Background: an optimization exercise with open tools, aiming at small area and a short achievable clock period. Do not read the settings as production practice. Function was checked by simulation only, so behaviour that the tests miss may differ from the original.

`config.mk`:
```
export PLATFORM = sky130hd
export DESIGN_NAME = pe
export DESIGN_NICKNAME = pe
export VERILOG_FILES = /design/flow/design.v
export SDC_FILE = /design/flow/constraint.sdc
export NUM_CORES = 4
export LEC_CHECK = 0
export CAP_MARGIN = 20
export CORE_MARGIN = 2
export CORE_UTILIZATION = 55
export SETUP_SLACK_MARGIN = 5
export SLEW_MARGIN = 20
export SYNTH_HIERARCHICAL = 1
```
`constraint.sdc`:
```
create_clock -name core_clock -period 11.0 [get_ports {clk}]
set_input_delay 2.2000 -clock core_clock [delete_from_list [all_inputs] [get_ports {clk}]]
set_output_delay 2.2000 -clock core_clock [all_outputs]
set_load 0.01 [all_outputs]
```
`design.v`:
```
`default_nettype none
`timescale 1ns / 1ps
module pe (
    input wire clk,
    input wire rst,
    input wire [15:0] act,
    input wire [15:0] wgt,
    input wire store,
    input wire reuse,
    input wire [3:0] addr,
    input wire update_out,
    output reg [31:0] out
);
    reg [31:0] accg;              
    reg [31:0] bm_r;              
    reg [7:0] one, two, neg;      
    reg [15:0] r1, r2, r3;        
    reg start;
    wire [31:0] acc_next;
    wire a0 = addr == 4'd0;
    wire a1 = addr == 4'd1;
    wire a2 = addr == 4'd2;
    wire a3 = addr == 4'd3;
    wire [15:0] bm = ({16{~reuse}} & wgt) | ({16{reuse & a1}} & r1)
                   | ({16{reuse & a2}} & r2) | ({16{reuse & a3}} & r3);
    wire [31:0] bsel = rst ? 32'd0 : (reuse & a0) ? acc_next : {16'd0, bm};
    wire keep = ~rst & ~start;
    wire [17:0] ax = {1'b0, act, 1'b0};
    wire [7:0] one_d, two_d;
    genvar g;
    generate for (g = 0; g < 8; g = g + 1) begin : enc
        assign one_d[g] = ax[2*g+1] ^ ax[2*g];
        assign two_d[g] = (ax[2*g+2] & ~ax[2*g+1] & ~ax[2*g]) | (~ax[2*g+2] & ax[2*g+1] & ax[2*g]);
    end endgenerate
    wire [32:0] Bx = {bm_r, 1'b0};
    wire [31:0] pp0;
    wire [29:0] pp1;
    wire [27:0] pp2;
    wire [25:0] pp3;
    wire [23:0] pp4;
    wire [21:0] pp5;
    wire [19:0] pp6;
    wire [17:0] pp7;
    generate for (g = 0; g < 32; g = g + 1) begin : pp
        if (g > 0 && g < 32) pe_bsel b0 (.one(one[0]), .two(two[0]), .neg(neg[0]), .b1(Bx[g+1]), .b0(Bx[g]), .p(pp0[g]));
        if (g > 0 && g < 30) pe_bsel b1 (.one(one[1]), .two(two[1]), .neg(neg[1]), .b1(Bx[g+1]), .b0(Bx[g]), .p(pp1[g]));
        if (g > 0 && g < 28) pe_bsel b2 (.one(one[2]), .two(two[2]), .neg(neg[2]), .b1(Bx[g+1]), .b0(Bx[g]), .p(pp2[g]));
        if (g > 0 && g < 26) pe_bsel b3 (.one(one[3]), .two(two[3]), .neg(neg[3]), .b1(Bx[g+1]), .b0(Bx[g]), .p(pp3[g]));
        if (g > 0 && g < 24) pe_bsel b4 (.one(one[4]), .two(two[4]), .neg(neg[4]), .b1(Bx[g+1]), .b0(Bx[g]), .p(pp4[g]));
        if (g > 0 && g < 22) pe_bsel b5 (.one(one[5]), .two(two[5]), .neg(neg[5]), .b1(Bx[g+1]), .b0(Bx[g]), .p(pp5[g]));
        if (g > 0 && g < 20) pe_bsel b6 (.one(one[6]), .two(two[6]), .neg(neg[6]), .b1(Bx[g+1]), .b0(Bx[g]), .p(pp6[g]));
        if (g > 0 && g < 18) pe_bsel b7 (.one(one[7]), .two(two[7]), .neg(neg[7]), .b1(Bx[g+1]), .b0(Bx[g]), .p(pp7[g]));
    end endgenerate
    assign pp0[0] = (one[0] & bm_r[0]) ^ neg[0];
    assign pp1[0] = (one[1] & bm_r[0]) ^ neg[1];
    assign pp2[0] = (one[2] & bm_r[0]) ^ neg[2];
    assign pp3[0] = (one[3] & bm_r[0]) ^ neg[3];
    assign pp4[0] = (one[4] & bm_r[0]) ^ neg[4];
    assign pp5[0] = (one[5] & bm_r[0]) ^ neg[5];
    assign pp6[0] = (one[6] & bm_r[0]) ^ neg[6];
    assign pp7[0] = (one[7] & bm_r[0]) ^ neg[7];
    wire [31:0] acc_s_g = accg;
    wire [15:0] pp8 = {16{neg[7]}} & bm_r[15:0];      
    wire hs1, hc1;
    pe_ha u0 (.a(acc_s_g[14]), .b(neg[7]), .s(hs1), .co(hc1));
    wire hs2, hc2;
    pe_ha u1 (.a(acc_s_g[15]), .b(pp0[15]), .s(hs2), .co(hc2));
    wire fs1, fc1;
    pe_fa u2 (.a(acc_s_g[16]), .b(pp8[0]), .c(pp0[16]), .s(fs1), .co(fc1));
    wire fs2, fc2;
    pe_fa u3 (.a(acc_s_g[17]), .b(pp8[1]), .c(pp0[17]), .s(fs2), .co(fc2));
    wire fs3, fc3;
    pe_fa u4 (.a(acc_s_g[18]), .b(pp8[2]), .c(pp0[18]), .s(fs3), .co(fc3));
    wire fs4, fc4;
    pe_fa u5 (.a(acc_s_g[19]), .b(pp8[3]), .c(pp0[19]), .s(fs4), .co(fc4));
    wire fs5, fc5;
    pe_fa u6 (.a(acc_s_g[20]), .b(pp8[4]), .c(pp0[20]), .s(fs5), .co(fc5));
    wire fs6, fc6;
    pe_fa u7 (.a(acc_s_g[21]), .b(pp8[5]), .c(pp0[21]), .s(fs6), .co(fc6));
    wire fs7, fc7;
    pe_fa u8 (.a(acc_s_g[22]), .b(pp8[6]), .c(pp0[22]), .s(fs7), .co(fc7));
    wire fs8, fc8;
    pe_fa u9 (.a(acc_s_g[23]), .b(pp8[7]), .c(pp0[23]), .s(fs8), .co(fc8));
    wire fs9, fc9;
    pe_fa u10 (.a(acc_s_g[24]), .b(pp8[8]), .c(pp0[24]), .s(fs9), .co(fc9));
    wire fs10, fc10;
    pe_fa u11 (.a(acc_s_g[25]), .b(pp8[9]), .c(pp0[25]), .s(fs10), .co(fc10));
    wire fs11, fc11;
    pe_fa u12 (.a(acc_s_g[26]), .b(pp8[10]), .c(pp0[26]), .s(fs11), .co(fc11));
    wire fs12, fc12;
    pe_fa u13 (.a(acc_s_g[27]), .b(pp8[11]), .c(pp0[27]), .s(fs12), .co(fc12));
    wire fs13, fc13;
    pe_fa u14 (.a(acc_s_g[28]), .b(pp8[12]), .c(pp0[28]), .s(fs13), .co(fc13));
    wire fs14, fc14;
    pe_fa u15 (.a(acc_s_g[29]), .b(pp8[13]), .c(pp0[29]), .s(fs14), .co(fc14));
    wire fs15, fc15;
    pe_fa u16 (.a(acc_s_g[30]), .b(pp8[14]), .c(pp0[30]), .s(fs15), .co(fc15));
    wire fs16, fc16;
    pe_fa u17 (.a(acc_s_g[31]), .b(pp8[15]), .c(pp0[31]), .s(fs16), .co(fc16));
    wire hs3, hc3;
    pe_ha u18 (.a(acc_s_g[8]), .b(neg[4]), .s(hs3), .co(hc3));
    wire hs4, hc4;
    pe_ha u19 (.a(acc_s_g[9]), .b(pp0[9]), .s(hs4), .co(hc4));
    wire fs17, fc17;
    pe_fa u20 (.a(acc_s_g[10]), .b(neg[5]), .c(pp0[10]), .s(fs17), .co(fc17));
    wire hs5, hc5;
    pe_ha u21 (.a(pp1[8]), .b(pp2[6]), .s(hs5), .co(hc5));
    wire fs18, fc18;
    pe_fa u22 (.a(acc_s_g[11]), .b(pp0[11]), .c(pp1[9]), .s(fs18), .co(fc18));
    wire hs6, hc6;
    pe_ha u23 (.a(pp2[7]), .b(pp3[5]), .s(hs6), .co(hc6));
    wire fs19, fc19;
    pe_fa u24 (.a(acc_s_g[12]), .b(neg[6]), .c(pp0[12]), .s(fs19), .co(fc19));
    wire fs20, fc20;
    pe_fa u25 (.a(pp1[10]), .b(pp2[8]), .c(pp3[6]), .s(fs20), .co(fc20));
    wire hs7, hc7;
    pe_ha u26 (.a(pp4[4]), .b(pp5[2]), .s(hs7), .co(hc7));
    wire fs21, fc21;
    pe_fa u27 (.a(acc_s_g[13]), .b(pp0[13]), .c(pp1[11]), .s(fs21), .co(fc21));
    wire fs22, fc22;
    pe_fa u28 (.a(pp2[9]), .b(pp3[7]), .c(pp4[5]), .s(fs22), .co(fc22));
    wire hs8, hc8;
    pe_ha u29 (.a(pp5[3]), .b(pp6[1]), .s(hs8), .co(hc8));
    wire fs23, fc23;
    pe_fa u30 (.a(hs1), .b(pp0[14]), .c(pp1[12]), .s(fs23), .co(fc23));
    wire fs24, fc24;
    pe_fa u31 (.a(pp2[10]), .b(pp3[8]), .c(pp4[6]), .s(fs24), .co(fc24));
    wire fs25, fc25;
    pe_fa u32 (.a(pp5[4]), .b(pp6[2]), .c(pp7[0]), .s(fs25), .co(fc25));
    wire fs26, fc26;
    pe_fa u33 (.a(hc1), .b(pp1[13]), .c(pp2[11]), .s(fs26), .co(fc26));
    wire fs27, fc27;
    pe_fa u34 (.a(pp3[9]), .b(pp4[7]), .c(pp5[5]), .s(fs27), .co(fc27));
    wire fs28, fc28;
    pe_fa u35 (.a(pp6[3]), .b(pp7[1]), .c(hs2), .s(fs28), .co(fc28));
    wire fs29, fc29;
    pe_fa u36 (.a(pp1[14]), .b(pp2[12]), .c(pp3[10]), .s(fs29), .co(fc29));
    wire fs30, fc30;
    pe_fa u37 (.a(pp4[8]), .b(pp5[6]), .c(pp6[4]), .s(fs30), .co(fc30));
    wire fs31, fc31;
    pe_fa u38 (.a(pp7[2]), .b(hc2), .c(fs1), .s(fs31), .co(fc31));
    wire fs32, fc32;
    pe_fa u39 (.a(pp1[15]), .b(pp2[13]), .c(pp3[11]), .s(fs32), .co(fc32));
    wire fs33, fc33;
    pe_fa u40 (.a(pp4[9]), .b(pp5[7]), .c(pp6[5]), .s(fs33), .co(fc33));
    wire fs34, fc34;
    pe_fa u41 (.a(pp7[3]), .b(fc1), .c(fs2), .s(fs34), .co(fc34));
    wire fs35, fc35;
    pe_fa u42 (.a(pp1[16]), .b(pp2[14]), .c(pp3[12]), .s(fs35), .co(fc35));
    wire fs36, fc36;
    pe_fa u43 (.a(pp4[10]), .b(pp5[8]), .c(pp6[6]), .s(fs36), .co(fc36));
    wire fs37, fc37;
    pe_fa u44 (.a(pp7[4]), .b(fc2), .c(fs3), .s(fs37), .co(fc37));
    wire fs38, fc38;
    pe_fa u45 (.a(pp1[17]), .b(pp2[15]), .c(pp3[13]), .s(fs38), .co(fc38));
    wire fs39, fc39;
    pe_fa u46 (.a(pp4[11]), .b(pp5[9]), .c(pp6[7]), .s(fs39), .co(fc39));
    wire fs40, fc40;
    pe_fa u47 (.a(pp7[5]), .b(fc3), .c(fs4), .s(fs40), .co(fc40));
    wire fs41, fc41;
    pe_fa u48 (.a(pp1[18]), .b(pp2[16]), .c(pp3[14]), .s(fs41), .co(fc41));
    wire fs42, fc42;
    pe_fa u49 (.a(pp4[12]), .b(pp5[10]), .c(pp6[8]), .s(fs42), .co(fc42));
    wire fs43, fc43;
    pe_fa u50 (.a(pp7[6]), .b(fc4), .c(fs5), .s(fs43), .co(fc43));
    wire fs44, fc44;
    pe_fa u51 (.a(pp1[19]), .b(pp2[17]), .c(pp3[15]), .s(fs44), .co(fc44));
    wire fs45, fc45;
    pe_fa u52 (.a(pp4[13]), .b(pp5[11]), .c(pp6[9]), .s(fs45), .co(fc45));
    wire fs46, fc46;
    pe_fa u53 (.a(pp7[7]), .b(fc5), .c(fs6), .s(fs46), .co(fc46));
    wire fs47, fc47;
    pe_fa u54 (.a(pp1[20]), .b(pp2[18]), .c(pp3[16]), .s(fs47), .co(fc47));
    wire fs48, fc48;
    pe_fa u55 (.a(pp4[14]), .b(pp5[12]), .c(pp6[10]), .s(fs48), .co(fc48));
    wire fs49, fc49;
    pe_fa u56 (.a(pp7[8]), .b(fc6), .c(fs7), .s(fs49), .co(fc49));
    wire fs50, fc50;
    pe_fa u57 (.a(pp1[21]), .b(pp2[19]), .c(pp3[17]), .s(fs50), .co(fc50));
    wire fs51, fc51;
    pe_fa u58 (.a(pp4[15]), .b(pp5[13]), .c(pp6[11]), .s(fs51), .co(fc51));
    wire fs52, fc52;
    pe_fa u59 (.a(pp7[9]), .b(fc7), .c(fs8), .s(fs52), .co(fc52));
    wire fs53, fc53;
    pe_fa u60 (.a(pp1[22]), .b(pp2[20]), .c(pp3[18]), .s(fs53), .co(fc53));
    wire fs54, fc54;
    pe_fa u61 (.a(pp4[16]), .b(pp5[14]), .c(pp6[12]), .s(fs54), .co(fc54));
    wire fs55, fc55;
    pe_fa u62 (.a(pp7[10]), .b(fc8), .c(fs9), .s(fs55), .co(fc55));
    wire fs56, fc56;
    pe_fa u63 (.a(pp1[23]), .b(pp2[21]), .c(pp3[19]), .s(fs56), .co(fc56));
    wire fs57, fc57;
    pe_fa u64 (.a(pp4[17]), .b(pp5[15]), .c(pp6[13]), .s(fs57), .co(fc57));
    wire fs58, fc58;
    pe_fa u65 (.a(pp7[11]), .b(fc9), .c(fs10), .s(fs58), .co(fc58));
    wire fs59, fc59;
    pe_fa u66 (.a(pp1[24]), .b(pp2[22]), .c(pp3[20]), .s(fs59), .co(fc59));
    wire fs60, fc60;
    pe_fa u67 (.a(pp4[18]), .b(pp5[16]), .c(pp6[14]), .s(fs60), .co(fc60));
    wire fs61, fc61;
    pe_fa u68 (.a(pp7[12]), .b(fc10), .c(fs11), .s(fs61), .co(fc61));
    wire fs62, fc62;
    pe_fa u69 (.a(pp1[25]), .b(pp2[23]), .c(pp3[21]), .s(fs62), .co(fc62));
    wire fs63, fc63;
    pe_fa u70 (.a(pp4[19]), .b(pp5[17]), .c(pp6[15]), .s(fs63), .co(fc63));
    wire fs64, fc64;
    pe_fa u71 (.a(pp7[13]), .b(fc11), .c(fs12), .s(fs64), .co(fc64));
    wire fs65, fc65;
    pe_fa u72 (.a(pp1[26]), .b(pp2[24]), .c(pp3[22]), .s(fs65), .co(fc65));
    wire fs66, fc66;
    pe_fa u73 (.a(pp4[20]), .b(pp5[18]), .c(pp6[16]), .s(fs66), .co(fc66));
    wire fs67, fc67;
    pe_fa u74 (.a(pp7[14]), .b(fc12), .c(fs13), .s(fs67), .co(fc67));
    wire fs68, fc68;
    pe_fa u75 (.a(pp1[27]), .b(pp2[25]), .c(pp3[23]), .s(fs68), .co(fc68));
    wire fs69, fc69;
    pe_fa u76 (.a(pp4[21]), .b(pp5[19]), .c(pp6[17]), .s(fs69), .co(fc69));
    wire fs70, fc70;
    pe_fa u77 (.a(pp7[15]), .b(fc13), .c(fs14), .s(fs70), .co(fc70));
    wire fs71, fc71;
    pe_fa u78 (.a(pp1[28]), .b(pp2[26]), .c(pp3[24]), .s(fs71), .co(fc71));
    wire fs72, fc72;
    pe_fa u79 (.a(pp4[22]), .b(pp5[20]), .c(pp6[18]), .s(fs72), .co(fc72));
    wire fs73, fc73;
    pe_fa u80 (.a(pp7[16]), .b(fc14), .c(fs15), .s(fs73), .co(fc73));
    wire fs74, fc74;
    pe_fa u81 (.a(pp1[29]), .b(pp2[27]), .c(pp3[25]), .s(fs74), .co(fc74));
    wire fs75, fc75;
    pe_fa u82 (.a(pp4[23]), .b(pp5[21]), .c(pp6[19]), .s(fs75), .co(fc75));
    wire fs76, fc76;
    pe_fa u83 (.a(pp7[17]), .b(fc15), .c(fs16), .s(fs76), .co(fc76));
    wire hs9, hc9;
    pe_ha u84 (.a(acc_s_g[4]), .b(neg[2]), .s(hs9), .co(hc9));
    wire hs10, hc10;
    pe_ha u85 (.a(acc_s_g[5]), .b(pp0[5]), .s(hs10), .co(hc10));
    wire fs77, fc77;
    pe_fa u86 (.a(acc_s_g[6]), .b(neg[3]), .c(pp0[6]), .s(fs77), .co(fc77));
    wire hs11, hc11;
    pe_ha u87 (.a(pp1[4]), .b(pp2[2]), .s(hs11), .co(hc11));
    wire fs78, fc78;
    pe_fa u88 (.a(acc_s_g[7]), .b(pp0[7]), .c(pp1[5]), .s(fs78), .co(fc78));
    wire hs12, hc12;
    pe_ha u89 (.a(pp2[3]), .b(pp3[1]), .s(hs12), .co(hc12));
    wire fs79, fc79;
    pe_fa u90 (.a(hs3), .b(pp0[8]), .c(pp1[6]), .s(fs79), .co(fc79));
    wire fs80, fc80;
    pe_fa u91 (.a(pp2[4]), .b(pp3[2]), .c(pp4[0]), .s(fs80), .co(fc80));
    wire fs81, fc81;
    pe_fa u92 (.a(hc3), .b(pp1[7]), .c(pp2[5]), .s(fs81), .co(fc81));
    wire fs82, fc82;
    pe_fa u93 (.a(pp3[3]), .b(pp4[1]), .c(hs4), .s(fs82), .co(fc82));
    wire fs83, fc83;
    pe_fa u94 (.a(pp3[4]), .b(pp4[2]), .c(pp5[0]), .s(fs83), .co(fc83));
    wire fs84, fc84;
    pe_fa u95 (.a(hc4), .b(hs5), .c(fs17), .s(fs84), .co(fc84));
    wire fs85, fc85;
    pe_fa u96 (.a(pp4[3]), .b(pp5[1]), .c(hc5), .s(fs85), .co(fc85));
    wire fs86, fc86;
    pe_fa u97 (.a(hs6), .b(fc17), .c(fs18), .s(fs86), .co(fc86));
    wire fs87, fc87;
    pe_fa u98 (.a(pp6[0]), .b(hc6), .c(hs7), .s(fs87), .co(fc87));
    wire fs88, fc88;
    pe_fa u99 (.a(fs19), .b(fc18), .c(fs20), .s(fs88), .co(fc88));
    wire fs89, fc89;
    pe_fa u100 (.a(hc7), .b(hs8), .c(fc19), .s(fs89), .co(fc89));
    wire fs90, fc90;
    pe_fa u101 (.a(fc20), .b(fs21), .c(fs22), .s(fs90), .co(fc90));
    wire fs91, fc91;
    pe_fa u102 (.a(hc8), .b(fc21), .c(fc22), .s(fs91), .co(fc91));
    wire fs92, fc92;
    pe_fa u103 (.a(fs23), .b(fs24), .c(fs25), .s(fs92), .co(fc92));
    wire fs93, fc93;
    pe_fa u104 (.a(fc23), .b(fc24), .c(fc25), .s(fs93), .co(fc93));
    wire fs94, fc94;
    pe_fa u105 (.a(fs26), .b(fs27), .c(fs28), .s(fs94), .co(fc94));
    wire fs95, fc95;
    pe_fa u106 (.a(fc26), .b(fc27), .c(fs29), .s(fs95), .co(fc95));
    wire fs96, fc96;
    pe_fa u107 (.a(fs30), .b(fc28), .c(fs31), .s(fs96), .co(fc96));
    wire fs97, fc97;
    pe_fa u108 (.a(fc29), .b(fc30), .c(fs32), .s(fs97), .co(fc97));
    wire fs98, fc98;
    pe_fa u109 (.a(fs33), .b(fc31), .c(fs34), .s(fs98), .co(fc98));
    wire fs99, fc99;
    pe_fa u110 (.a(fc32), .b(fc33), .c(fs35), .s(fs99), .co(fc99));
    wire fs100, fc100;
    pe_fa u111 (.a(fs36), .b(fc34), .c(fs37), .s(fs100), .co(fc100));
    wire fs101, fc101;
    pe_fa u112 (.a(fc35), .b(fc36), .c(fs38), .s(fs101), .co(fc101));
    wire fs102, fc102;
    pe_fa u113 (.a(fs39), .b(fc37), .c(fs40), .s(fs102), .co(fc102));
    wire fs103, fc103;
    pe_fa u114 (.a(fc38), .b(fc39), .c(fs41), .s(fs103), .co(fc103));
    wire fs104, fc104;
    pe_fa u115 (.a(fs42), .b(fc40), .c(fs43), .s(fs104), .co(fc104));
    wire fs105, fc105;
    pe_fa u116 (.a(fc41), .b(fc42), .c(fs44), .s(fs105), .co(fc105));
    wire fs106, fc106;
    pe_fa u117 (.a(fs45), .b(fc43), .c(fs46), .s(fs106), .co(fc106));
    wire fs107, fc107;
    pe_fa u118 (.a(fc44), .b(fc45), .c(fs47), .s(fs107), .co(fc107));
    wire fs108, fc108;
    pe_fa u119 (.a(fs48), .b(fc46), .c(fs49), .s(fs108), .co(fc108));
    wire fs109, fc109;
    pe_fa u120 (.a(fc47), .b(fc48), .c(fs50), .s(fs109), .co(fc109));
    wire fs110, fc110;
    pe_fa u121 (.a(fs51), .b(fc49), .c(fs52), .s(fs110), .co(fc110));
    wire fs111, fc111;
    pe_fa u122 (.a(fc50), .b(fc51), .c(fs53), .s(fs111), .co(fc111));
    wire fs112, fc112;
    pe_fa u123 (.a(fs54), .b(fc52), .c(fs55), .s(fs112), .co(fc112));
    wire fs113, fc113;
    pe_fa u124 (.a(fc53), .b(fc54), .c(fs56), .s(fs113), .co(fc113));
    wire fs114, fc114;
    pe_fa u125 (.a(fs57), .b(fc55), .c(fs58), .s(fs114), .co(fc114));
    wire fs115, fc115;
    pe_fa u126 (.a(fc56), .b(fc57), .c(fs59), .s(fs115), .co(fc115));
    wire fs116, fc116;
    pe_fa u127 (.a(fs60), .b(fc58), .c(fs61), .s(fs116), .co(fc116));
    wire fs117, fc117;
    pe_fa u128 (.a(fc59), .b(fc60), .c(fs62), .s(fs117), .co(fc117));
    wire fs118, fc118;
    pe_fa u129 (.a(fs63), .b(fc61), .c(fs64), .s(fs118), .co(fc118));
    wire fs119, fc119;
    pe_fa u130 (.a(fc62), .b(fc63), .c(fs65), .s(fs119), .co(fc119));
    wire fs120, fc120;
    pe_fa u131 (.a(fs66), .b(fc64), .c(fs67), .s(fs120), .co(fc120));
    wire fs121, fc121;
    pe_fa u132 (.a(fc65), .b(fc66), .c(fs68), .s(fs121), .co(fc121));
    wire fs122, fc122;
    pe_fa u133 (.a(fs69), .b(fc67), .c(fs70), .s(fs122), .co(fc122));
    wire fs123, fc123;
    pe_fa u134 (.a(fc68), .b(fc69), .c(fs71), .s(fs123), .co(fc123));
    wire fs124, fc124;
    pe_fa u135 (.a(fs72), .b(fc70), .c(fs73), .s(fs124), .co(fc124));
    wire fs125, fc125;
    pe_fa u136 (.a(fc71), .b(fc72), .c(fs74), .s(fs125), .co(fc125));
    wire fs126, fc126;
    pe_fa u137 (.a(fs75), .b(fc73), .c(fs76), .s(fs126), .co(fc126));
    wire hs13, hc13;
    pe_ha u138 (.a(acc_s_g[2]), .b(neg[1]), .s(hs13), .co(hc13));
    wire hs14, hc14;
    pe_ha u139 (.a(acc_s_g[3]), .b(pp0[3]), .s(hs14), .co(hc14));
    wire fs127, fc127;
    pe_fa u140 (.a(hs9), .b(pp0[4]), .c(pp1[2]), .s(fs127), .co(fc127));
    wire fs128, fc128;
    pe_fa u141 (.a(hc9), .b(pp1[3]), .c(pp2[1]), .s(fs128), .co(fc128));
    wire fs129, fc129;
    pe_fa u142 (.a(pp3[0]), .b(hc10), .c(hs11), .s(fs129), .co(fc129));
    wire fs130, fc130;
    pe_fa u143 (.a(hc11), .b(hs12), .c(fc77), .s(fs130), .co(fc130));
    wire fs131, fc131;
    pe_fa u144 (.a(hc12), .b(fc78), .c(fs79), .s(fs131), .co(fc131));
    wire fs132, fc132;
    pe_fa u145 (.a(fc79), .b(fc80), .c(fs81), .s(fs132), .co(fc132));
    wire fs133, fc133;
    pe_fa u146 (.a(fc81), .b(fs83), .c(fc82), .s(fs133), .co(fc133));
    wire fs134, fc134;
    pe_fa u147 (.a(fc83), .b(fs85), .c(fc84), .s(fs134), .co(fc134));
    wire fs135, fc135;
    pe_fa u148 (.a(fc85), .b(fs87), .c(fc86), .s(fs135), .co(fc135));
    wire fs136, fc136;
    pe_fa u149 (.a(fc87), .b(fs89), .c(fc88), .s(fs136), .co(fc136));
    wire fs137, fc137;
    pe_fa u150 (.a(fc89), .b(fc90), .c(fs91), .s(fs137), .co(fc137));
    wire fs138, fc138;
    pe_fa u151 (.a(fc91), .b(fc92), .c(fs93), .s(fs138), .co(fc138));
    wire fs139, fc139;
    pe_fa u152 (.a(fc93), .b(fs95), .c(fc94), .s(fs139), .co(fc139));
    wire fs140, fc140;
    pe_fa u153 (.a(fc95), .b(fs97), .c(fc96), .s(fs140), .co(fc140));
    wire fs141, fc141;
    pe_fa u154 (.a(fc97), .b(fs99), .c(fc98), .s(fs141), .co(fc141));
    wire fs142, fc142;
    pe_fa u155 (.a(fc99), .b(fs101), .c(fc100), .s(fs142), .co(fc142));
    wire fs143, fc143;
    pe_fa u156 (.a(fc101), .b(fs103), .c(fc102), .s(fs143), .co(fc143));
    wire fs144, fc144;
    pe_fa u157 (.a(fc103), .b(fs105), .c(fc104), .s(fs144), .co(fc144));
    wire fs145, fc145;
    pe_fa u158 (.a(fc105), .b(fs107), .c(fc106), .s(fs145), .co(fc145));
    wire fs146, fc146;
    pe_fa u159 (.a(fc107), .b(fs109), .c(fc108), .s(fs146), .co(fc146));
    wire fs147, fc147;
    pe_fa u160 (.a(fc109), .b(fs111), .c(fc110), .s(fs147), .co(fc147));
    wire fs148, fc148;
    pe_fa u161 (.a(fc111), .b(fs113), .c(fc112), .s(fs148), .co(fc148));
    wire fs149, fc149;
    pe_fa u162 (.a(fc113), .b(fs115), .c(fc114), .s(fs149), .co(fc149));
    wire fs150, fc150;
    pe_fa u163 (.a(fc115), .b(fs117), .c(fc116), .s(fs150), .co(fc150));
    wire fs151, fc151;
    pe_fa u164 (.a(fc117), .b(fs119), .c(fc118), .s(fs151), .co(fc151));
    wire fs152, fc152;
    pe_fa u165 (.a(fc119), .b(fs121), .c(fc120), .s(fs152), .co(fc152));
    wire fs153, fc153;
    pe_fa u166 (.a(fc121), .b(fs123), .c(fc122), .s(fs153), .co(fc153));
    wire fs154, fc154;
    pe_fa u167 (.a(fc123), .b(fs125), .c(fc124), .s(fs154), .co(fc154));
    wire hs15, hc15;
    pe_ha u168 (.a(acc_s_g[0]), .b(neg[0]), .s(hs15), .co(hc15));
    wire hs16, hc16;
    pe_ha u169 (.a(acc_s_g[1]), .b(pp0[1]), .s(hs16), .co(hc16));
    wire fs155, fc155;
    pe_fa u170 (.a(hs13), .b(pp0[2]), .c(pp1[0]), .s(fs155), .co(fc155));
    wire fs156, fc156;
    pe_fa u171 (.a(hc13), .b(pp1[1]), .c(hs14), .s(fs156), .co(fc156));
    wire fs157, fc157;
    pe_fa u172 (.a(pp2[0]), .b(hc14), .c(fs127), .s(fs157), .co(fc157));
    wire fs158, fc158;
    pe_fa u173 (.a(hs10), .b(fc127), .c(fs128), .s(fs158), .co(fc158));
    wire fs159, fc159;
    pe_fa u174 (.a(fs77), .b(fc128), .c(fs129), .s(fs159), .co(fc159));
    wire fs160, fc160;
    pe_fa u175 (.a(fs78), .b(fc129), .c(fs130), .s(fs160), .co(fc160));
    wire fs161, fc161;
    pe_fa u176 (.a(fs80), .b(fc130), .c(fs131), .s(fs161), .co(fc161));
    wire fs162, fc162;
    pe_fa u177 (.a(fs82), .b(fc131), .c(fs132), .s(fs162), .co(fc162));
    wire fs163, fc163;
    pe_fa u178 (.a(fs84), .b(fc132), .c(fs133), .s(fs163), .co(fc163));
    wire fs164, fc164;
    pe_fa u179 (.a(fs86), .b(fc133), .c(fs134), .s(fs164), .co(fc164));
    wire fs165, fc165;
    pe_fa u180 (.a(fs88), .b(fc134), .c(fs135), .s(fs165), .co(fc165));
    wire fs166, fc166;
    pe_fa u181 (.a(fs90), .b(fc135), .c(fs136), .s(fs166), .co(fc166));
    wire fs167, fc167;
    pe_fa u182 (.a(fs92), .b(fc136), .c(fs137), .s(fs167), .co(fc167));
    wire fs168, fc168;
    pe_fa u183 (.a(fs94), .b(fc137), .c(fs138), .s(fs168), .co(fc168));
    wire fs169, fc169;
    pe_fa u184 (.a(fs96), .b(fc138), .c(fs139), .s(fs169), .co(fc169));
    wire fs170, fc170;
    pe_fa u185 (.a(fs98), .b(fc139), .c(fs140), .s(fs170), .co(fc170));
    wire fs171, fc171;
    pe_fa u186 (.a(fs100), .b(fc140), .c(fs141), .s(fs171), .co(fc171));
    wire fs172, fc172;
    pe_fa u187 (.a(fs102), .b(fc141), .c(fs142), .s(fs172), .co(fc172));
    wire fs173, fc173;
    pe_fa u188 (.a(fs104), .b(fc142), .c(fs143), .s(fs173), .co(fc173));
    wire fs174, fc174;
    pe_fa u189 (.a(fs106), .b(fc143), .c(fs144), .s(fs174), .co(fc174));
    wire fs175, fc175;
    pe_fa u190 (.a(fs108), .b(fc144), .c(fs145), .s(fs175), .co(fc175));
    wire fs176, fc176;
    pe_fa u191 (.a(fs110), .b(fc145), .c(fs146), .s(fs176), .co(fc176));
    wire fs177, fc177;
    pe_fa u192 (.a(fs112), .b(fc146), .c(fs147), .s(fs177), .co(fc177));
    wire fs178, fc178;
    pe_fa u193 (.a(fs114), .b(fc147), .c(fs148), .s(fs178), .co(fc178));
    wire fs179, fc179;
    pe_fa u194 (.a(fs116), .b(fc148), .c(fs149), .s(fs179), .co(fc179));
    wire fs180, fc180;
    pe_fa u195 (.a(fs118), .b(fc149), .c(fs150), .s(fs180), .co(fc180));
    wire fs181, fc181;
    pe_fa u196 (.a(fs120), .b(fc150), .c(fs151), .s(fs181), .co(fc181));
    wire fs182, fc182;
    pe_fa u197 (.a(fs122), .b(fc151), .c(fs152), .s(fs182), .co(fc182));
    wire fs183, fc183;
    pe_fa u198 (.a(fs124), .b(fc152), .c(fs153), .s(fs183), .co(fc183));
    wire fs184, fc184;
    pe_fa u199 (.a(fs126), .b(fc153), .c(fs154), .s(fs184), .co(fc184));
    wire [31:0] row_a = {fc183, fc182, fc181, fc180, fc179, fc178, fc177, fc176, fc175, fc174, fc173, fc172, fc171, fc170, fc169, fc168, fc167, fc166, fc165, fc164, fc163, fc162, fc161, fc160, fc159, fc158, fc157, fc156, fc155, hc16, hc15, hs15};
    wire [31:0] row_b = {fs184, fs183, fs182, fs181, fs180, fs179, fs178, fs177, fs176, fs175, fs174, fs173, fs172, fs171, fs170, fs169, fs168, fs167, fs166, fs165, fs164, fs163, fs162, fs161, fs160, fs159, fs158, fs157, fs156, fs155, hs16, pp0[0]};
    pe_cpa cpa (.a(row_a), .b(row_b), .s(acc_next));
    always @(posedge clk) begin
        bm_r <= bsel;
        one <= one_d;
        two <= two_d;
        neg <= {8{~rst}} & {act[15], act[13], act[11], act[9], act[7], act[5], act[3], act[1]};
        accg <= {32{keep}} & acc_next;
        if (rst) begin
            r1 <= 16'd0;
            r2 <= 16'd0;
            r3 <= 16'd0;
            out <= 32'd0;
            start <= 1'b0;
        end else begin
            if (store && a1) r1 <= wgt;
            if (store && a2) r2 <= wgt;
            if (store && a3) r3 <= wgt;
            if (update_out) out <= acc_next;
            start <= update_out;
        end
    end
endmodule
module pe_cpa (input wire [31:0] a, input wire [31:0] b, output wire [31:0] s);
    wire [31:0] cg0 = a & b;
    wire [31:0] cp0 = a ^ b;
    wire [31:0] cg1, cp1;
    assign cg1[0] = cg0[0]; assign cp1[0] = cp0[0];
    assign cg1[1] = cg0[1] | (cp0[1] & cg0[0]); assign cp1[1] = cp0[1] & cp0[0];
    assign cg1[2] = cg0[2]; assign cp1[2] = cp0[2];
    assign cg1[3] = cg0[3] | (cp0[3] & cg0[2]); assign cp1[3] = cp0[3] & cp0[2];
    assign cg1[4] = cg0[4]; assign cp1[4] = cp0[4];
    assign cg1[5] = cg0[5] | (cp0[5] & cg0[4]); assign cp1[5] = cp0[5] & cp0[4];
    assign cg1[6] = cg0[6]; assign cp1[6] = cp0[6];
    assign cg1[7] = cg0[7] | (cp0[7] & cg0[6]); assign cp1[7] = cp0[7] & cp0[6];
    assign cg1[8] = cg0[8]; assign cp1[8] = cp0[8];
    assign cg1[9] = cg0[9] | (cp0[9] & cg0[8]); assign cp1[9] = cp0[9] & cp0[8];
    assign cg1[10] = cg0[10]; assign cp1[10] = cp0[10];
    assign cg1[11] = cg0[11] | (cp0[11] & cg0[10]); assign cp1[11] = cp0[11] & cp0[10];
    assign cg1[12] = cg0[12]; assign cp1[12] = cp0[12];
    assign cg1[13] = cg0[13] | (cp0[13] & cg0[12]); assign cp1[13] = cp0[13] & cp0[12];
    assign cg1[14] = cg0[14]; assign cp1[14] = cp0[14];
    assign cg1[15] = cg0[15] | (cp0[15] & cg0[14]); assign cp1[15] = cp0[15] & cp0[14];
    assign cg1[16] = cg0[16]; assign cp1[16] = cp0[16];
    assign cg1[17] = cg0[17] | (cp0[17] & cg0[16]); assign cp1[17] = cp0[17] & cp0[16];
    assign cg1[18] = cg0[18]; assign cp1[18] = cp0[18];
    assign cg1[19] = cg0[19] | (cp0[19] & cg0[18]); assign cp1[19] = cp0[19] & cp0[18];
    assign cg1[20] = cg0[20]; assign cp1[20] = cp0[20];
    assign cg1[21] = cg0[21] | (cp0[21] & cg0[20]); assign cp1[21] = cp0[21] & cp0[20];
    assign cg1[22] = cg0[22]; assign cp1[22] = cp0[22];
    assign cg1[23] = cg0[23] | (cp0[23] & cg0[22]); assign cp1[23] = cp0[23] & cp0[22];
    assign cg1[24] = cg0[24]; assign cp1[24] = cp0[24];
    assign cg1[25] = cg0[25] | (cp0[25] & cg0[24]); assign cp1[25] = cp0[25] & cp0[24];
    assign cg1[26] = cg0[26]; assign cp1[26] = cp0[26];
    assign cg1[27] = cg0[27] | (cp0[27] & cg0[26]); assign cp1[27] = cp0[27] & cp0[26];
    assign cg1[28] = cg0[28]; assign cp1[28] = cp0[28];
    assign cg1[29] = cg0[29] | (cp0[29] & cg0[28]); assign cp1[29] = cp0[29] & cp0[28];
    assign cg1[30] = cg0[30]; assign cp1[30] = cp0[30];
    assign cg1[31] = cg0[31] | (cp0[31] & cg0[30]); assign cp1[31] = cp0[31] & cp0[30];
    wire [31:0] cg2, cp2;
    assign cg2[0] = cg1[0]; assign cp2[0] = cp1[0];
    assign cg2[1] = cg1[1]; assign cp2[1] = cp1[1];
    assign cg2[2] = cg1[2] | (cp1[2] & cg1[1]); assign cp2[2] = cp1[2] & cp1[1];
    assign cg2[3] = cg1[3] | (cp1[3] & cg1[1]); assign cp2[3] = cp1[3] & cp1[1];
    assign cg2[4] = cg1[4]; assign cp2[4] = cp1[4];
    assign cg2[5] = cg1[5]; assign cp2[5] = cp1[5];
    assign cg2[6] = cg1[6] | (cp1[6] & cg1[5]); assign cp2[6] = cp1[6] & cp1[5];
    assign cg2[7] = cg1[7] | (cp1[7] & cg1[5]); assign cp2[7] = cp1[7] & cp1[5];
    assign cg2[8] = cg1[8]; assign cp2[8] = cp1[8];
    assign cg2[9] = cg1[9]; assign cp2[9] = cp1[9];
    assign cg2[10] = cg1[10] | (cp1[10] & cg1[9]); assign cp2[10] = cp1[10] & cp1[9];
    assign cg2[11] = cg1[11] | (cp1[11] & cg1[9]); assign cp2[11] = cp1[11] & cp1[9];
    assign cg2[12] = cg1[12]; assign cp2[12] = cp1[12];
    assign cg2[13] = cg1[13]; assign cp2[13] = cp1[13];
    assign cg2[14] = cg1[14] | (cp1[14] & cg1[13]); assign cp2[14] = cp1[14] & cp1[13];
    assign cg2[15] = cg1[15] | (cp1[15] & cg1[13]); assign cp2[15] = cp1[15] & cp1[13];
    assign cg2[16] = cg1[16]; assign cp2[16] = cp1[16];
    assign cg2[17] = cg1[17]; assign cp2[17] = cp1[17];
    assign cg2[18] = cg1[18] | (cp1[18] & cg1[17]); assign cp2[18] = cp1[18] & cp1[17];
    assign cg2[19] = cg1[19] | (cp1[19] & cg1[17]); assign cp2[19] = cp1[19] & cp1[17];
    assign cg2[20] = cg1[20]; assign cp2[20] = cp1[20];
    assign cg2[21] = cg1[21]; assign cp2[21] = cp1[21];
    assign cg2[22] = cg1[22] | (cp1[22] & cg1[21]); assign cp2[22] = cp1[22] & cp1[21];
    assign cg2[23] = cg1[23] | (cp1[23] & cg1[21]); assign cp2[23] = cp1[23] & cp1[21];
    assign cg2[24] = cg1[24]; assign cp2[24] = cp1[24];
    assign cg2[25] = cg1[25]; assign cp2[25] = cp1[25];
    assign cg2[26] = cg1[26] | (cp1[26] & cg1[25]); assign cp2[26] = cp1[26] & cp1[25];
    assign cg2[27] = cg1[27] | (cp1[27] & cg1[25]); assign cp2[27] = cp1[27] & cp1[25];
    assign cg2[28] = cg1[28]; assign cp2[28] = cp1[28];
    assign cg2[29] = cg1[29]; assign cp2[29] = cp1[29];
    assign cg2[30] = cg1[30] | (cp1[30] & cg1[29]); assign cp2[30] = cp1[30] & cp1[29];
    assign cg2[31] = cg1[31] | (cp1[31] & cg1[29]); assign cp2[31] = cp1[31] & cp1[29];
    wire [31:0] cg3, cp3;
    assign cg3[0] = cg2[0]; assign cp3[0] = cp2[0];
    assign cg3[1] = cg2[1]; assign cp3[1] = cp2[1];
    assign cg3[2] = cg2[2]; assign cp3[2] = cp2[2];
    assign cg3[3] = cg2[3]; assign cp3[3] = cp2[3];
    assign cg3[4] = cg2[4] | (cp2[4] & cg2[3]); assign cp3[4] = cp2[4] & cp2[3];
    assign cg3[5] = cg2[5] | (cp2[5] & cg2[3]); assign cp3[5] = cp2[5] & cp2[3];
    assign cg3[6] = cg2[6] | (cp2[6] & cg2[3]); assign cp3[6] = cp2[6] & cp2[3];
    assign cg3[7] = cg2[7] | (cp2[7] & cg2[3]); assign cp3[7] = cp2[7] & cp2[3];
    assign cg3[8] = cg2[8]; assign cp3[8] = cp2[8];
    assign cg3[9] = cg2[9]; assign cp3[9] = cp2[9];
    assign cg3[10] = cg2[10]; assign cp3[10] = cp2[10];
    assign cg3[11] = cg2[11]; assign cp3[11] = cp2[11];
    assign cg3[12] = cg2[12] | (cp2[12] & cg2[11]); assign cp3[12] = cp2[12] & cp2[11];
    assign cg3[13] = cg2[13] | (cp2[13] & cg2[11]); assign cp3[13] = cp2[13] & cp2[11];
    assign cg3[14] = cg2[14] | (cp2[14] & cg2[11]); assign cp3[14] = cp2[14] & cp2[11];
    assign cg3[15] = cg2[15] | (cp2[15] & cg2[11]); assign cp3[15] = cp2[15] & cp2[11];
    assign cg3[16] = cg2[16]; assign cp3[16] = cp2[16];
    assign cg3[17] = cg2[17]; assign cp3[17] = cp2[17];
    assign cg3[18] = cg2[18]; assign cp3[18] = cp2[18];
    assign cg3[19] = cg2[19]; assign cp3[19] = cp2[19];
    assign cg3[20] = cg2[20] | (cp2[20] & cg2[19]); assign cp3[20] = cp2[20] & cp2[19];
    assign cg3[21] = cg2[21] | (cp2[21] & cg2[19]); assign cp3[21] = cp2[21] & cp2[19];
    assign cg3[22] = cg2[22] | (cp2[22] & cg2[19]); assign cp3[22] = cp2[22] & cp2[19];
    assign cg3[23] = cg2[23] | (cp2[23] & cg2[19]); assign cp3[23] = cp2[23] & cp2[19];
    assign cg3[24] = cg2[24]; assign cp3[24] = cp2[24];
    assign cg3[25] = cg2[25]; assign cp3[25] = cp2[25];
    assign cg3[26] = cg2[26]; assign cp3[26] = cp2[26];
    assign cg3[27] = cg2[27]; assign cp3[27] = cp2[27];
    assign cg3[28] = cg2[28] | (cp2[28] & cg2[27]); assign cp3[28] = cp2[28] & cp2[27];
    assign cg3[29] = cg2[29] | (cp2[29] & cg2[27]); assign cp3[29] = cp2[29] & cp2[27];
    assign cg3[30] = cg2[30] | (cp2[30] & cg2[27]); assign cp3[30] = cp2[30] & cp2[27];
    assign cg3[31] = cg2[31] | (cp2[31] & cg2[27]); assign cp3[31] = cp2[31] & cp2[27];
    wire [31:0] cg4, cp4;
    assign cg4[0] = cg3[0]; assign cp4[0] = cp3[0];
    assign cg4[1] = cg3[1]; assign cp4[1] = cp3[1];
    assign cg4[2] = cg3[2]; assign cp4[2] = cp3[2];
    assign cg4[3] = cg3[3]; assign cp4[3] = cp3[3];
    assign cg4[4] = cg3[4]; assign cp4[4] = cp3[4];
    assign cg4[5] = cg3[5]; assign cp4[5] = cp3[5];
    assign cg4[6] = cg3[6]; assign cp4[6] = cp3[6];
    assign cg4[7] = cg3[7]; assign cp4[7] = cp3[7];
    assign cg4[8] = cg3[8] | (cp3[8] & cg3[7]); assign cp4[8] = cp3[8] & cp3[7];
    assign cg4[9] = cg3[9] | (cp3[9] & cg3[7]); assign cp4[9] = cp3[9] & cp3[7];
    assign cg4[10] = cg3[10] | (cp3[10] & cg3[7]); assign cp4[10] = cp3[10] & cp3[7];
    assign cg4[11] = cg3[11] | (cp3[11] & cg3[7]); assign cp4[11] = cp3[11] & cp3[7];
    assign cg4[12] = cg3[12] | (cp3[12] & cg3[7]); assign cp4[12] = cp3[12] & cp3[7];
    assign cg4[13] = cg3[13] | (cp3[13] & cg3[7]); assign cp4[13] = cp3[13] & cp3[7];
    assign cg4[14] = cg3[14] | (cp3[14] & cg3[7]); assign cp4[14] = cp3[14] & cp3[7];
    assign cg4[15] = cg3[15] | (cp3[15] & cg3[7]); assign cp4[15] = cp3[15] & cp3[7];
    assign cg4[16] = cg3[16]; assign cp4[16] = cp3[16];
    assign cg4[17] = cg3[17]; assign cp4[17] = cp3[17];
    assign cg4[18] = cg3[18]; assign cp4[18] = cp3[18];
    assign cg4[19] = cg3[19]; assign cp4[19] = cp3[19];
    assign cg4[20] = cg3[20]; assign cp4[20] = cp3[20];
    assign cg4[21] = cg3[21]; assign cp4[21] = cp3[21];
    assign cg4[22] = cg3[22]; assign cp4[22] = cp3[22];
    assign cg4[23] = cg3[23]; assign cp4[23] = cp3[23];
    assign cg4[24] = cg3[24] | (cp3[24] & cg3[23]); assign cp4[24] = cp3[24] & cp3[23];
    assign cg4[25] = cg3[25] | (cp3[25] & cg3[23]); assign cp4[25] = cp3[25] & cp3[23];
    assign cg4[26] = cg3[26] | (cp3[26] & cg3[23]); assign cp4[26] = cp3[26] & cp3[23];
    assign cg4[27] = cg3[27] | (cp3[27] & cg3[23]); assign cp4[27] = cp3[27] & cp3[23];
    assign cg4[28] = cg3[28] | (cp3[28] & cg3[23]); assign cp4[28] = cp3[28] & cp3[23];
    assign cg4[29] = cg3[29] | (cp3[29] & cg3[23]); assign cp4[29] = cp3[29] & cp3[23];
    assign cg4[30] = cg3[30] | (cp3[30] & cg3[23]); assign cp4[30] = cp3[30] & cp3[23];
    assign cg4[31] = cg3[31] | (cp3[31] & cg3[23]); assign cp4[31] = cp3[31] & cp3[23];
    wire [31:0] cg5, cp5;
    assign cg5[0] = cg4[0]; assign cp5[0] = cp4[0];
    assign cg5[1] = cg4[1]; assign cp5[1] = cp4[1];
    assign cg5[2] = cg4[2]; assign cp5[2] = cp4[2];
    assign cg5[3] = cg4[3]; assign cp5[3] = cp4[3];
    assign cg5[4] = cg4[4]; assign cp5[4] = cp4[4];
    assign cg5[5] = cg4[5]; assign cp5[5] = cp4[5];
    assign cg5[6] = cg4[6]; assign cp5[6] = cp4[6];
    assign cg5[7] = cg4[7]; assign cp5[7] = cp4[7];
    assign cg5[8] = cg4[8]; assign cp5[8] = cp4[8];
    assign cg5[9] = cg4[9]; assign cp5[9] = cp4[9];
    assign cg5[10] = cg4[10]; assign cp5[10] = cp4[10];
    assign cg5[11] = cg4[11]; assign cp5[11] = cp4[11];
    assign cg5[12] = cg4[12]; assign cp5[12] = cp4[12];
    assign cg5[13] = cg4[13]; assign cp5[13] = cp4[13];
    assign cg5[14] = cg4[14]; assign cp5[14] = cp4[14];
    assign cg5[15] = cg4[15]; assign cp5[15] = cp4[15];
    assign cg5[16] = cg4[16] | (cp4[16] & cg4[15]); assign cp5[16] = cp4[16] & cp4[15];
    assign cg5[17] = cg4[17] | (cp4[17] & cg4[15]); assign cp5[17] = cp4[17] & cp4[15];
    assign cg5[18] = cg4[18] | (cp4[18] & cg4[15]); assign cp5[18] = cp4[18] & cp4[15];
    assign cg5[19] = cg4[19] | (cp4[19] & cg4[15]); assign cp5[19] = cp4[19] & cp4[15];
    assign cg5[20] = cg4[20] | (cp4[20] & cg4[15]); assign cp5[20] = cp4[20] & cp4[15];
    assign cg5[21] = cg4[21] | (cp4[21] & cg4[15]); assign cp5[21] = cp4[21] & cp4[15];
    assign cg5[22] = cg4[22] | (cp4[22] & cg4[15]); assign cp5[22] = cp4[22] & cp4[15];
    assign cg5[23] = cg4[23] | (cp4[23] & cg4[15]); assign cp5[23] = cp4[23] & cp4[15];
    assign cg5[24] = cg4[24] | (cp4[24] & cg4[15]); assign cp5[24] = cp4[24] & cp4[15];
    assign cg5[25] = cg4[25] | (cp4[25] & cg4[15]); assign cp5[25] = cp4[25] & cp4[15];
    assign cg5[26] = cg4[26] | (cp4[26] & cg4[15]); assign cp5[26] = cp4[26] & cp4[15];
    assign cg5[27] = cg4[27] | (cp4[27] & cg4[15]); assign cp5[27] = cp4[27] & cp4[15];
    assign cg5[28] = cg4[28] | (cp4[28] & cg4[15]); assign cp5[28] = cp4[28] & cp4[15];
    assign cg5[29] = cg4[29] | (cp4[29] & cg4[15]); assign cp5[29] = cp4[29] & cp4[15];
    assign cg5[30] = cg4[30] | (cp4[30] & cg4[15]); assign cp5[30] = cp4[30] & cp4[15];
    assign cg5[31] = cg4[31] | (cp4[31] & cg4[15]); assign cp5[31] = cp4[31] & cp4[15];
    assign s = cp0 ^ {cg5[30:0], 1'b0};
endmodule
module pe_bsel (input wire one, input wire two, input wire neg, input wire b1, input wire b0, output wire p);
    assign p = ((one & b1) | (two & b0)) ^ neg;
endmodule
module pe_fa (input wire a, input wire b, input wire c, output wire s, output wire co);
    assign s = a ^ b ^ c;
    assign co = (a & b) | (a & c) | (b & c);
endmodule
module pe_ha (input wire a, input wire b, output wire s, output wire co);
    assign s = a ^ b;
    assign co = a & b;
endmodule
```
`flow/run.sh`:
```
#!/bin/bash
# Layout flow. Synthesis is the standard synthesis, unchanged. After the floorplan,
# every combinational cell is set to its smallest drive strength (downsize.tcl); the rest
# is the standard layout, with the ports buffered by buf_2 cells and timing repair
# aiming at 6 ns of setup slack, so that it upsizes only the cells the timing needs.
# After the global-route repair, recover.tcl sets cells back to smaller drive strengths
# where that does not lower the worst setup slack (recover_hook.tcl).
# Each step's full output goes to its own log file in this folder.
set -euo pipefail
here=$(pwd)
bash standard.sh synth > synth.log 2>&1
bash standard.sh floorplan > floorplan.log 2>&1
odb=$(ls $here/orfs/results/*/pe/base/2_floorplan.odb)
DS_ODB=$odb openroad -no_init -exit flow/downsize.tcl > downsize.log 2>&1
bash standard.sh 'BUFFER_PORTS_ARGS=-buffer_cell sky130_fd_sc_hd__buf_2' SETUP_SLACK_MARGIN=6 POST_GLOBAL_ROUTE_TCL=$here/flow/recover_hook.tcl finish > layout.log 2>&1
```
`flow/downsize.tcl`:
```
# Set every combinational standard cell to the smallest drive strength of the same
# function; timing repair later in the flow upsizes the cells that need it.
# Flip-flops, tap cells and port buffers are left alone.
set odb_file $::env(DS_ODB)
read_db $odb_file
set db [ord::get_db]
set block [ord::get_db_block]
set skip {dfxtp dfxbp dfrtp dfrbp dfstp dfsbp edfxtp sdfxtp tapvpwrvgnd conb clkbuf clkinv}
set n 0
foreach inst [$block getInsts] {
  set m [$inst getMaster]
  set name [$m getName]
  if {![regexp {^sky130_fd_sc_hd__(\w+)_(\d+)$} $name -> base drive]} { continue }
  if {[lsearch -exact $skip $base] >= 0} { continue }
  set best ""
  set best_area [expr {[$m getWidth] * [$m getHeight]}]
  foreach d {0 1 2} {
    if {$d >= $drive} { break }
    set cand [$db findMaster "sky130_fd_sc_hd__${base}_$d"]
    if {$cand eq "NULL" || $cand eq ""} { continue }
    set a [expr {[$cand getWidth] * [$cand getHeight]}]
    if {$a < $best_area} { set best $cand; set best_area $a }
  }
  if {$best ne ""} {
    $inst swapMaster $best
    incr n
  }
}
puts "downsized $n instances"
write_db $odb_file
```
`flow/recover.tcl`:
```
# Area recovery after timing repair: try each combinational cell at a smaller drive
# strength, least critical first, and keep the change only if the worst setup slack does
# not drop (by more than 5 ps in all) and the max-slew and max-capacitance checks keep a
# 20% margin (or what they had).
# est is the estimate_parasitics mode in use at this point of the flow.
proc pe_recover_est {est} {
  estimate_parasitics $est
}
proc pe_recover_area {est} {
  set db [ord::get_db]
  set block [ord::get_db_block]
  pe_recover_est $est
  set wns0 [sta::worst_slack_cmd max]
  set floor [expr {$wns0 - 0.005e-9}]
  set slew0 [sta::max_slew_violation_count]
  set cap0 [sta::max_capacitance_violation_count]
  set slewlim [expr {min(0.2, [sta::max_slew_check_slack_limit])}]
  set caplim [expr {min(0.2, [sta::max_capacitance_check_slack_limit])}]
  set cands {}
  foreach inst [$block getInsts] {
    set name [[$inst getMaster] getName]
    if {![regexp {^sky130_fd_sc_hd__(\w+)_(\d+)$} $name -> base drive]} { continue }
    if {[regexp {^(dfxtp|dfxbp|dfrtp|dfrbp|dfstp|dfsbp|edfxtp|sdfxtp|tapvpwrvgnd|conb|clkbuf|clkinv|clkdlybuf4s50|decap|fill)} $base]} { continue }
    if {$drive <= 1} { continue }
    set pin_slack 1.0
    foreach it [$inst getITerms] {
      if {[$it isOutputSignal]} {
        set p [get_pins -quiet [$inst getName]/[[$it getMTerm] getName]]
        if {$p ne ""} { set pin_slack [get_property $p slack_max] }
      }
    }
    lappend cands [list $pin_slack $inst $base $drive]
  }
  set cands [lsort -real -decreasing -index 0 $cands]
  set n 0
  foreach c $cands {
    lassign $c s inst base drive
    set orig [[$inst getMaster] getName]
    foreach d {0 1 2 4 6 8} {
      if {$d >= $drive} { break }
      set m [$db findMaster "sky130_fd_sc_hd__${base}_$d"]
      if {$m eq "NULL" || $m eq ""} { continue }
      replace_cell [$inst getName] "sky130_fd_sc_hd__${base}_$d"
      pe_recover_est $est
      if {[sta::worst_slack_cmd max] >= $floor && [sta::max_slew_violation_count] <= $slew0
          && [sta::max_capacitance_violation_count] <= $cap0
          && [sta::max_slew_check_slack_limit] >= $slewlim
          && [sta::max_capacitance_check_slack_limit] >= $caplim} {
        incr n
        break
      }
      replace_cell [$inst getName] $orig
      pe_recover_est $est
    }
  }
  puts "area recovery: downsized $n of [llength $cands] cells, worst slack [sta::worst_slack_cmd max] (was $wns0)"
}
```
`flow/recover_hook.tcl`:
```
# POST_GLOBAL_ROUTE hook: area recovery (recover.tcl) after the global-route timing
# repair, with the nets of resized cells routed again incrementally.
source [file join [file dirname [info script]] recover.tcl]
global_route -start_incremental
pe_recover_area -global_routing
global_route -end_incremental
estimate_parasitics -global_routing
report_worst_slack -max -digits 3
write_guides $::env(RESULTS_DIR)/route.guide
```
`standard.sh`:
```
#!/bin/bash
# synth_recipe.tcl (not shown) runs the flow's synth.tcl, then flattens the netlist and writes it again
# the make line also repeats each setting of config.mk as NAME=value (left out here)
make -C /OpenROAD-flow-scripts/flow DESIGN_CONFIG=/design/flow/config.mk WORK_HOME=/design/flow/orfs CLKGATE_MAP_FILE= SYNTH_SCRIPT=/design/flow/synth_recipe.tcl "${@:-finish}"
```
==> results of run 1 <==
[cell type report]
class | instances | area [µm²]
diodes | 1 | 2.50
repair buffers | 157 | 1050
flip-flops and latches | 169 | 3510
clock buffers | 21 | 450
well taps | 378 | 473
fillers | 2433 | 11000
inverters | 16 | 60.1
clock inverters | 10 | 87.6
multi-input cells | 1156 | 11400
[flip-flops by register name (all words and copies together), names as in the netlist]
register  count
accg         32
bm_r         32
neg           8
one           8
out          32
r1           16
r2           16
r3           16
start         1
two           8
[worst max-delay path, delay by kind of cell (launching register included)]
family | cells | cell delay (ns)
compound gates | 3 | 0.50
fa+ha+maj | 6 | 2.63
buf+inv | 2 | 0.34
mux | 1 | 0.08
xor+xnor | 1 | 0.21
simple gates | 5 | 1.07
flops | 1 | 0.38
[stage by stage]
| step | hold slack [ns] | cell area (µm²) | utilization | setup WS (ns) |
|---|---|---|---|---|
| global placement | 0.456 | 15600 | 0.556 | 4.84 |
| floorplan | 0.445 | 15800 | - | 5.31 |
| finish | 0.475 | 17000 | 0.607 | 5.75 |
| CTS | 0.475 | 17000 | 0.605 | 5.86 |
| detailed placement | 0.460 | 15600 | 0.557 | 4.80 |
[worst min-delay path by stage]
| stage | slack (ns) | cells after the start | end |
|---|---|---|---|
| after floorplan | 0.45 | 2 | r3[0] |
| after global placement | 0.46 | 2 | r2[14] |
| after detailed placement | 0.46 | 2 | r3[15] |
| after CTS | 0.48 | 2 | r3[9] |
| final | 0.47 | 2 | r1[2] |
[synthesized netlist by cell type, drive strengths merged, types with 3 or more instances]
cell type | number | area, µm²
clkbuf | 28 | 105
o21ai | 31 | 159
fa | 189 | 3780
xor2 | 14 | 123
ha | 46 | 576
dfxtp | 169 | 3380
nand3 | 20 | 100
mux2i | 67 | 671
nor2b | 14 | 87.6
a21o | 8 | 62.6
and3 | 3 | 18.8
nand2 | 32 | 120
buf | 16 | 98.8
a222oi | 16 | 160
nand2b | 68 | 425
nor3 | 41 | 216
a211oi | 6 | 77.6
mux2 | 16 | 180
a22oi | 193 | 2410
inv | 16 | 60.1
xnor2 | 216 | 1890
and2 | 65 | 408
a21oi | 34 | 178
nor2 | 48 | 180
[logic make-up (layout without fill, tap and decap cells)]
family | Yosys count | in the layout | share of synthesized area
AOI/OAI and AO/OA | 305 | 305 | 0.205
muxes | 83 | 83 | 0.0540
other | 0 | 1 | 0
xor gates and xnor gates | 230 | 230 | 0.128
adders and majority gates | 235 | 235 | 0.276
DFF | 169 | 169 | 0.215
buffers and inverters | 60 | 204 | 0.0167
and+or+nand+nor | 303 | 303 | 0.106
[layer usage]
metal  global-route usage  wire, µm  vias to the layer above
met2                0.455     21100                      586
met5                    0         0                        -
met1                0.445     20800                     6012
met4               0.0749       703                        0
met3               0.0651      3840                       53
li1                     -         -                     5188
[Yosys stat by module, one instance, submodules excluded]
module   copies in the design  flops+latches
pe_fa                     184              0
pe_ha                      16              0
pe_cpa                      1              0
pe                          1            169
pe_bsel                   192              0
==> run notes, run 1 <==
* Status: timing/DRC/antenna clean
* Worst setup path startpoint: one[0]
* Wire per inst at 24.4 µm
* Number of synthesized flops with an enable pin at 0
* Most frequent cells in the layout: xnor2_1 (212), fa_1 (181), a22oi_1 (181)
* CORE AREA at 28000 µm²
* Vias per cell at 6.20
* Crit path capture type: flip-flop
* Number of DRC markers in iteration 0 at 1218
* Most frequent CP cell: fa_1
* CTS clk-pin slew, worst paths at 0.07 ns
* FF-to-FF End: out[26]
* Asr flop ratio synth at 0
* Critical path arrival at 5.63 ns
* Crit path max-delay cell type: fa_1
* Share of layout cells above drive strength 1 at 0.111
* Clk sinks at 169
* Syn nets at 1661
* Die area at 30000 µm²
* Worst R2R Path Depth at 18
* Initial core utilization at 0.563
* Post-CTS repair timing setup buffer count at 12
* CTS root buffer: clkbuf_16
* Mean Syn Cell Area at 11.4 µm²
* Vias in the first global route at 11800
* Crit-path cells: buf_12 > a22oi_1 > xnor2_1 > fa_1 > fa_1 > fa_1 > fa_1 > fa_1 > ha_2 > and4_1 > and2_0 > a22oi_2 > buf_2 > a21oi_4 > or4_1 > nand3_2 > mux2i_1 > nor2_1
* Final count of hold timing violations at 0
* Number of max-cap violations at 0
* Total clock buffers created by CTS at 17
* Worst hold start: r1[2]
* Drt first pass iters at 8
* Total Routing Usage GR at 0.303
* Grt ovf at 0
* Buffer depth of the longest clock path at 2
* Antenna Nets Post-Route at 0
* Fmax at 191 MHz
* Final Non-Filler Cells at 1908
* Via count at 11800
* Seq/Total Area, Yosys at 0.215
* Area grow syn2layout at 7.86%
* CTS tree: built
* Mapped cell area at 15800 µm²
* Largest net degree at the start of global routing at 83
* Nets at 1793
* First-pass GRT wire length at 70200 µm
* # H-tree levels at 4
* Setup CP Type: reg2reg
* # hold bufs at CTS at 0
* CP endpoint: out[26]
* GP Congestion at 0.904
* Post-CTS resize count at 134
* FF-to-FF setup slack at 5.75 ns
* Final setup viols at 0
* Final period utilization at 0.477
* Post-Syn Instances at 1385
* Synth unique cells at 60
* Crit path launch type: flip-flop
* WL final at 46500 µm
* DP Wirelength at 29900 µm
* IO buf count at 72
* Crit-path max cell delay at 0.51 ns
* Antenna violations before repair at 0
* FF+latch count, synth at 169
* Data required time of the worst path at 11.38 ns
* Total negative setup slack at 0 ns
* Drt drc at 0
* Headroom to the max-slew limit at 0.248
* Clock Skew at 0.0265 ns
* Hold Path Class: reg2reg
* Synth warn at 7
* R2r startpoint: one[0]
* Die X at 173 µm
* Min Tclk post-route at 5.25 ns
* Dpl cells at 1824
* Max-slew violations at 0
* Die height at 173 µm
* Ys flop type: dfxtp_1
* Maximum fanout along the worst path at 7
* Worst-Margin Slew at 1.13 ns
* # IOs at 73
* Rows at 61
* Commonest non-fill, non-tap cell in the layout: xnor2_1
* Worst skew pair latency at 0.45 ns
==> inputs of run 2 (changes only) <==
--- a/config.mk
+++ b/config.mk
@@ -7,7 +7,8 @@
 export LEC_CHECK = 0
 export CAP_MARGIN = 20
 export CORE_MARGIN = 2
-export CORE_UTILIZATION = 55
+export CORE_UTILIZATION = 60
+export PLACE_DENSITY = 0.75
 export SETUP_SLACK_MARGIN = 5
 export SLEW_MARGIN = 20
 export SYNTH_HIERARCHICAL = 1
==> run notes, run 2 <==
* Largest net degree at the start of global routing at 93 (+12%)
* FF-to-FF End: bm_r[17]
* Area contributors post-synth: fa_1 (24%), dfxtp_1 (21%), a22oi_2 (15%)
* Antenna Nets Post-Route at 0 (unchanged)
* Maximum fanout along the worst path at 14 (+7)
* Post-CTS resize count at 146 (+9.0%)
* Dpl cells at 1772 (-2.9%)
* CTS root buffer: clkbuf_16
* Mean Syn Cell Area at 11.4 µm² (unchanged)
* Initial core utilization at 0.608 (+0.0456)
* # H-tree levels at 4 (unchanged)
* Synth unique cells at 60 (unchanged)
* Buffer depth of the longest clock path at 2 (unchanged)
* Syn nets at 1661 (unchanged)
* Ant. Diodes at 0 (-1)
* Post-synth top area share at 0.240 (unchanged)
* Seq/Total Area, Yosys at 0.215 (unchanged)
* Clock Skew at 0.0254 ns (-0.00103 ns)
* Status: timing/DRC/antenna clean
* Nets at 1773 (-1.1%)
* Final period utilization at 0.477 (about the same)
* Post-synth top area cell: fa_1
* Worst-Margin Slew at 1.19 ns (+0.0661 ns)
* Commonest non-fill, non-tap cell in the layout: xnor2_1
* Crit path buffers/inverters at 5 (+3)
* CTS tree: built
* Final setup viols at 0 (unchanged)
* Most frequent cell after synthesis: xnor2_1
* Total Routing Usage GR at 0.325 (+0.0222)
* CP delay by family, top: adder cells
* Min Tclk post-route at 5.24 ns (-0.00397 ns)
* Post-Syn Instances at 1385 (unchanged)
* Largest regs: accg: 32 flops, bm_r: 32 flops, out: 32 flops
* GP Congestion at 0.898 (-0.73%)
* R2r startpoint: one[0]
* Die height at 166 µm (-4.2%)
* Setup CP Type: reg2reg
* Worst setup path startpoint: one[0]
* Mapped cell area at 15800 µm² (unchanged)
* Data required time of the worst path at 11.33 ns (-0.05 ns)
* Number of max-cap violations at 0 (unchanged)
* FF-to-FF setup slack at 5.76 ns (about the same)
* Post-Synth XOR/XNOR Area at 0.128 (unchanged)
* Critical path arrival at 5.58 ns (-0.05 ns)
* Final count of hold timing violations at 0 (unchanged)
* # hold bufs at CTS at 0 (unchanged)
* Antenna violations before repair at 0 (unchanged)
* Die X at 166 µm (-4.2%)
* Drt first pass iters at 7 (-1)
* Compound-Gate Fraction of Synth Area at 0.205 (unchanged)
* Fmax at 191 MHz (about the same)
* Crit-path cells: buf_8 > buf_1 > a22oi_2 > xnor2_1 > fa_2 > fa_2 > fa_1 > fa_1 > ha_4 > nand4_1 > buf_1 > buf_1 > o221a_4 > nand2_1 > inv_1 > fa_1 > xnor2_1 > and2_0
* Hold Path Class: reg2reg
* Post-synth top cells: xnor2_1 (216), a22oi_2 (192), fa_1 (189)
* DP Wirelength at 28500 µm (-4.8%)
* Vias in the first global route at 12600 (+6.9%)
* CTS clk-pin slew, worst paths at 0.08 ns (about the same)
* Share of layout cells above drive strength 1 at 0.101 (-0.00921)
* Rows at 59 (-3.3%)
* CORE AREA at 25900 µm² (-7.5%)
* Vias per cell at 6.52 (+5.1%)
* Crit path capture type: flip-flop
* Worst skew pair latency at 0.45 ns (about the same)
* Max-slew violations at 0 (unchanged)
* Via count at 12000 (+1.6%)
-- run 2: logic make-up after synthesis --
group                      Yosys count
AOI/OAI and AO/OA                  305
DFF                                169
adders and majority gates          235
xor gates and xnor gates           230
buffers and inverters               60
muxes                               83
and+or+nand+nor                    303
-- run 2: how the worst min path moves through the flow --
stage	from	to	slack (ns)
6_report	r3[11]	r3[11]	0.47
4_1_cts	r1[0]	r1[0]	0.48
2_1_floorplan	r3[0]	r3[0]	0.45
3_3_place_gp	r3[3]	r3[3]	0.46
3_5_place_dp	r3[1]	r3[1]	0.46
-- run 2: final cells by class --
| type | instances | area [µm²] |
|---|---|---|
| Sequential cell | 169 | 3500 |
| Inverter | 16 | 60.1 |
| Clock inverter | 13 | 92.6 |
| Timing Repair Buffer | 137 | 726 |
| Clock buffer | 19 | 453 |
| Fill cell | 2007 | 9270 |
| Tap cell | 335 | 419 |
| Multi-Input combinational cell | 1156 | 11400 |
-- run 2: metrics by stage --
stage               hold WS [ns]  setup slack, ns
CTS                        0.477             5.83
global placement           0.456             4.91
detailed placement         0.461             4.84
floorplan                  0.445             5.31
finish                     0.474             5.76
-- run 2: layer usage --
layer | track usage | wire, µm
met3 | 0.0825 | 4990
met2 | 0.499 | 20600
met1 | 0.432 | 17700
met4 | 0.154 | 2070
met5 | 0 | 0
-- run 2: tightest hold or removal path, delay by kind of cell, from the launching register on --
kind	cells	cell delay [ns]
multiplexers	1	0.05
flip-flops	1	0.31
AND/OR/NAND/NOR	1	0.06
-- run 2: Yosys stat by module, one instance, submodules excluded --
| module | copies in the design | flip-flops and latches |
|---|---|---|
| pe_cpa | 1 | 0 |
| pe_fa | 184 | 0 |
| pe_bsel | 192 | 0 |
| pe | 1 | 169 |
| pe_ha | 16 | 0 |

## afterwards: timing with drivers on the ports
In the flow no input, the clock included, has a driving cell. The finished layouts below were timed again as built, in two steps.
Step 1 (the two cells are an assumption about what drives the block):
set clk [get_ports {clk}]
set_driving_cell -lib_cell sky130_fd_sc_hd__clkbuf_16 $clk
set_driving_cell -lib_cell sky130_fd_sc_hd__buf_2 [delete_from_list [all_inputs] $clk]
Step 2 also shifts input and output timing later by t, the mid clock arrival at the registers, as if the neighbouring blocks saw the same clock.
a / b / c = no drivers / after step 1 / after step 2; a / b = the first two.
run	t, ns	slack for setup (ns)	worst data-port slew with drivers (ns)
run 1	0.493	5.751 / 5.751 / 5.751	0.04
run 2	0.482	5.755 / 5.755 / 5.755	0.05
After both steps every run listed still meets setup and hold.
